Background: an optimization exercise with open tools, aiming at small area. Do not read the settings as production practice.
Where RTL was checked, it was by simulation tests only, not by an equivalence proof against the original.
Power figures rest on the tool's default switching activity, not on a simulated workload.

==> flow/design.v (excerpt) <==
module timerWrapper(PCLK, PENABLE, PSEL, PRESETN, PWRITE, PREADY, PSLVERR,
                    PADDR, PWDATA, PRDATA);
input PCLK, PENABLE, PSEL, PRESETN, PWRITE;
input  [31:0] PWDATA;
input  [7:0] PADDR;
output [31:0] PRDATA;
output PREADY, PSLVERR;
assign PREADY = 1'b1;
assign PSLVERR = 1'b0;
reg [31:0] ovf_n;          
reg [31:0] ctrl_n;         
reg [31:0] cnt_n;          
reg        cnt_inc;        
reg        cnt_zero;       
reg        overflowReset;  
wire wr     = PSEL & PENABLE & PWRITE;
wire wr_ovf = wr & ~PADDR[3] & ~PADDR[2];
wire wr_cnt = wr & ~PADDR[3] &  PADDR[2];
wire wr_ctl = wr &  PADDR[3] & ~PADDR[2];
wire [31:0] wdata_n;
genvar i;
generate
  for (i = 0; i < 32; i = i + 1) begin : wd
    tm_nand2 u(.a(PWDATA[i]), .b(PRESETN), .y(wdata_n[i]));
  end
endgenerate
wire [6:0] bp;
wire [7:0] bcn;
wire       g03, h47;
wire       bp7;   
assign bcn[0] = ~cnt_inc;
tm_nand2 u_bc1(.a(cnt_inc), .b(bp[0]), .y(bcn[1]));
tm_nand3 u_bc2(.a(cnt_inc), .b(bp[0]), .c(bp[1]), .y(bcn[2]));
tm_nand4 u_bc3(.a(cnt_inc), .b(bp[0]), .c(bp[1]), .d(bp[2]), .y(bcn[3]));
tm_and4  u_g03(.a(bp[0]), .b(bp[1]), .c(bp[2]), .d(bp[3]), .y(g03));
tm_nand2 u_bc4(.a(cnt_inc), .b(g03), .y(bcn[4]));
tm_nand3 u_bc5(.a(cnt_inc), .b(g03), .c(bp[4]), .y(bcn[5]));
tm_nand4 u_bc6(.a(cnt_inc), .b(g03), .c(bp[4]), .d(bp[5]), .y(bcn[6]));
tm_and4  u_h47(.a(cnt_inc), .b(bp[4]), .c(bp[5]), .d(bp[6]), .y(h47));
tm_nand2 u_bc7(.a(g03), .b(h47), .y(bcn[7]));
wire wa_n = ~(PSEL & PENABLE & PWRITE & ~PADDR[3]);
wire a2_n = ~PADDR[2];
wire [1:0] wr_cnt_h, keep_h;
generate
  for (i = 0; i < 2; i = i + 1) begin : half
    tm_nor2 u_w(.a(wa_n), .b(a2_n), .y(wr_cnt_h[i]));
    tm_nor2 u_k(.a(wr_cnt_h[i]), .b(cnt_zero), .y(keep_h[i]));
  end
endgenerate
wire [31:0] cnt_d_n;
wire [31:0] eq;
generate
  for (i = 0; i < 8; i = i + 1) begin : blk
    wire [3:1] t;
    if (i < 7) begin : b
      tm_blk u_c(.cin(bcn[i]), .rn(cnt_n[4*i+3:4*i]), .t(t), .bp(bp[i]));
    end else begin : b
      tm_blk u_c(.cin(bcn[i]), .rn(cnt_n[4*i+3:4*i]), .t(t), .bp(bp7));
    end
    tm_cnt_bitn u_b0(.rn(cnt_n[4*i]), .tn(bcn[i]), .d(PWDATA[4*i]), .wr(wr_cnt_h[i/4]),
                     .keep(keep_h[i/4]), .ovfn(ovf_n[4*i]), .yn(cnt_d_n[4*i]),
                     .e(eq[4*i]));
    tm_cnt_bit u_b1(.rn(cnt_n[4*i+1]), .t(t[1]), .d(PWDATA[4*i+1]), .wr(wr_cnt_h[i/4]),
  ...
Size: about 350 cells after synthesis.
==> flow/config.mk <==
export PLATFORM = sky130hd
export DESIGN_NAME = timerWrapper
export DESIGN_NICKNAME = timerWrapper
export VERILOG_FILES = /design/flow/design.v
export SDC_FILE = /design/flow/constraint.sdc
export NUM_CORES = 4
export LEC_CHECK = 0
export CAP_MARGIN = 10
export CORE_MARGIN = 2
export CORE_UTILIZATION = 50
export GPL_TIMING_DRIVEN = 0
export SLEW_MARGIN = 10
export SYNTH_HIERARCHICAL = 1
==> flow/constraint.sdc <==
create_clock -name core_clock -period 3.0 [get_ports {PCLK}]
set_input_delay 0.6000 -clock core_clock [delete_from_list [all_inputs] [get_ports {PCLK}]]
set_output_delay 0.6000 -clock core_clock [all_outputs]
set_load 0.01 [all_outputs]
standard.sh (not shown) runs the stock make flow with config.mk's settings and CLKGATE_MAP_FILE= SYNTH_SCRIPT=/design/flow/synth_recipe.tcl, a recipe that flattens the netlist after the stock synthesis.
==> flow/flow/run.sh <==
#!/bin/bash
# The standard layout (standard.sh) after the standard synthesis, with
# these changes: port buffers use the smallest buffer cell, the tie cells'
# output buffers too; repair may not use the largest buffers; clock tree
# synthesis adds no dummy loads; power recovery downsizes non-critical gates
# after global routing.
set -euo pipefail
HERE=$(pwd)
bash standard.sh synth > synth.log 2>&1
export BUFFER_PORTS_ARGS="-buffer_cell sky130_fd_sc_hd__buf_1"
for s in FLOORPLAN RESIZE REPAIR_TIMING_POST_PLACE CTS GLOBAL_ROUTE DETAIL_PLACE; do
  export PRE_${s}_TCL="$HERE/flow/dontuse.tcl"
done
export PRE_GLOBAL_PLACE_TCL="$HERE/flow/tiebuf.tcl"
export CTS_ARGS="-sink_clustering_enable -repair_clock_nets -dont_use_dummy_load -sink_clustering_size 18 -sink_clustering_max_diameter 80 -buf_list sky130_fd_sc_hd__clkbuf_8"
export RECOVER_POWER=100
bash standard.sh finish > layout.log 2>&1
==> flow/flow/dontuse.tcl <==
# Keep repair from picking the largest buffer cells; trees of smaller ones do.
catch {
  set_dont_use {sky130_fd_sc_hd__buf_16 sky130_fd_sc_hd__buf_12 sky130_fd_sc_hd__buf_8 sky130_fd_sc_hd__buf_6 sky130_fd_sc_hd__bufbuf_16 sky130_fd_sc_hd__bufbuf_8}
}
==> flow/flow/tiebuf.tcl <==
# Synthesis puts a buf_4 between each tie cell and its output port (PREADY,
# PSLVERR); the smallest buffer drives that port as well.
source [file dirname [info script]]/dontuse.tcl
set block [ord::get_db_block]
foreach inst [$block getInsts] {
  if {[[$inst getMaster] getName] ne "sky130_fd_sc_hd__buf_4"} { continue }
  set net [[$inst findITerm A] getNet]
  if {$net eq "NULL"} { continue }
  foreach it [$net getITerms] {
    if {[[[$it getInst] getMaster] getName] eq "sky130_fd_sc_hd__conb_1"} {
      replace_cell [$inst getName] sky130_fd_sc_hd__buf_1
      break
    }
  }
}
The baseline finished with timing, DRC and antenna clean.
Then changed:
--- a/flow/flow/run.sh
+++ b/flow/flow/run.sh
@@ -14,3 +14,3 @@
 export PRE_GLOBAL_PLACE_TCL="$HERE/flow/tiebuf.tcl"
-export CTS_ARGS="-sink_clustering_enable -repair_clock_nets -dont_use_dummy_load -sink_clustering_size 18 -sink_clustering_max_diameter 80 -buf_list sky130_fd_sc_hd__clkbuf_8"
+export CTS_ARGS="-sink_clustering_enable -repair_clock_nets -dont_use_dummy_load -buf_list sky130_fd_sc_hd__clkbuf_8"
 export RECOVER_POWER=100
Outcome:
- The new run produced a clean layout
- clock power stays flat
- routed wire length does not change
- cell count stays the same
- power stays the same
- sequential cell count does not change
Then changed:
--- a/flow/flow/run.sh
+++ b/flow/flow/run.sh
@@ -14,3 +14,3 @@
 export PRE_GLOBAL_PLACE_TCL="$HERE/flow/tiebuf.tcl"
-export CTS_ARGS="-sink_clustering_enable -repair_clock_nets -dont_use_dummy_load -buf_list sky130_fd_sc_hd__clkbuf_8"
+export CTS_ARGS="-sink_clustering_enable -repair_clock_nets -dont_use_dummy_load -sink_clustering_size 8 -root_buf sky130_fd_sc_hd__clkbuf_8 -buf_list sky130_fd_sc_hd__clkbuf_4"
 export RECOVER_POWER=100
Result:
- non-clock buffer count is unchanged
- global-route usage stays the same
- die area does not change
- maximum frequency is unchanged
- utilization is unchanged
- wire length stays the same
- sequential power barely changes
- worst setup slack stays the same
- power does not change
- combinational power barely changes
- sequential share of layout area stays the same


## run A
timerWrapper, a different RTL version from the one above (not shown whole).
For scale: roughly 380 cells after synthesis, ~99 flip-flops, ~79 I/O pins, roughly 0.0046 mm2 of cells after synthesis.
Settings: LEC_CHECK=0, CAP_MARGIN=20, CORE_MARGIN=2, CORE_UTILIZATION=40, CTS_BUF_LIST=sky130_fd_sc_hd__clkbuf_4 sky130_fd_sc_hd__clkbuf_8, GPL_TIMING_DRIVEN=0, SLEW_MARGIN=20, SYNTH_HIERARCHICAL=1; clock period 3.0 ns.
run.sh (not shown) runs the stock make flow with config.mk's settings and CLKGATE_MAP_FILE= SYNTH_SCRIPT=/design/flow/synth_recipe.tcl, a recipe that flattens the netlist after the stock synthesis.
Stock flow here: none of the scripts above is used.
Edits applied to the flow inputs when going from run A to run B:
==> flow/flow/run.sh (new file) <==
#!/bin/bash
# Standard ORFS layout (the standard.sh), with the port buffers made of the
# smallest buffer cell instead of the one buffer_ports picks by default.
set -euo pipefail
export BUFFER_PORTS_ARGS="-buffer_cell sky130_fd_sc_hd__buf_1"
bash standard.sh finish > standard.log 2>&1
==> flow/standard.sh (new file) <==
#!/bin/bash
# synth_recipe.tcl (not shown) runs the flow's synth.tcl, then flattens the netlist and writes it again
# the make line also repeats each setting of config.mk as NAME=value (left out here)
make -C /OpenROAD-flow-scripts/flow DESIGN_CONFIG=/design/flow/config.mk WORK_HOME=/design/flow/orfs CLKGATE_MAP_FILE= SYNTH_SCRIPT=/design/flow/synth_recipe.tcl "${@:-finish}"
removed: flow/run.sh
==> comparison <==
Run B reports a lower combinational share of power than run A does.
When run B is set beside run A, its wire length turns out to be about 1.7% smaller.
Of the two values seen for launch point of the critical path, PADDR[3] was produced by run A and cnt_q[6]$_DFF_P_ by run B.
Per the comparison of run B with run A, register-to-register slack fell by 30 ps; combinational power decreased about 20%; I/O pin count neither gained nor lost much; count of instances resized after the clock tree is built grew by 1.
Share of the core filled with cells for run B: 4.8 points down relative to run A
Against run A, global-route wire length before repair in run B fell slightly.
No run of this note included a check of the RTL's function; only the layout flow was run.


timerWrapper, a different RTL version from the one above (not shown whole).
For scale: ~530 cells after synthesis, ~79 I/O pins, about 0.0054 mm² of cells after synthesis.
export LEC_CHECK = 0
export CAP_MARGIN = 20
export CORE_MARGIN = 2
export CORE_UTILIZATION = 40
export SLEW_MARGIN = 20
create_clock -name core_clock -period 3.0 [get_ports {PCLK}]
Stock flow here: none of the scripts above is used.
Then changed:
CTS_BUF_LIST = sky130_fd_sc_hd__clkbuf_4 sky130_fd_sc_hd__clkbuf_8   (was not set)
GPL_TIMING_DRIVEN = 0   (was not set)
Result: The changed run passed the timing, DRC and antenna checks; power drops by a few percent; area after synthesis does not change; final cell count climbs slightly; design area drops slightly.
No run of this note included a check of the RTL's function; only the layout flow was run.

what the ideal ports hide:
Ports are ideal in the flow. The routed layouts listed here were re-timed in OpenROAD.
Step 1 (the two cells are an assumption about what drives the block):
set clk [get_ports {PCLK}]
set_driving_cell -lib_cell sky130_fd_sc_hd__clkbuf_16 $clk
set_driving_cell -lib_cell sky130_fd_sc_hd__buf_2 [delete_from_list [all_inputs] $clk]
Step 2 also shifts input and output timing later by t, the mid clock arrival at the registers, as if the neighbouring blocks saw the same clock.
Three values: ideal ports, drivers, drivers and shift; two values: the first two.
| run | t, ns | slack for setup (ns) | worst setup path at the end | worst register clock-pin slew, ns |
|---|---|---|---|---|
| the first run of note 1 | 0.374 | 0.096 / 0.108 / -0.267 | input to register | 0.09 / 0.09 |
| the second run of note 1 | 0.374 | 0.096 / 0.108 / -0.267 | input to register | 0.09 / 0.09 |
| the third run of note 1 | 0.374 | 0.096 / 0.108 / -0.267 | input to register | 0.09 / 0.09 |
| run A | 0.395 | 0.127 / 0.074 / 0.074 | input to output | 0.10 / 0.10 |
| run B | 0.402 | 0.161 / 0.161 / 0.161 | register to register | 0.09 / 0.09 |
| the first run of note 3 | 0.388 | 0.188 / 0.188 / 0.188 | register to register | 0.07 / 0.07 |
| the second run of note 3 | 0.427 | 0.191 / 0.178 / 0.178 | input to output | 0.09 / 0.09 |
Met with ideal ports but missed after step 2: setup timing in the first run of note 1, the second run of note 1 and the third run of note 1.
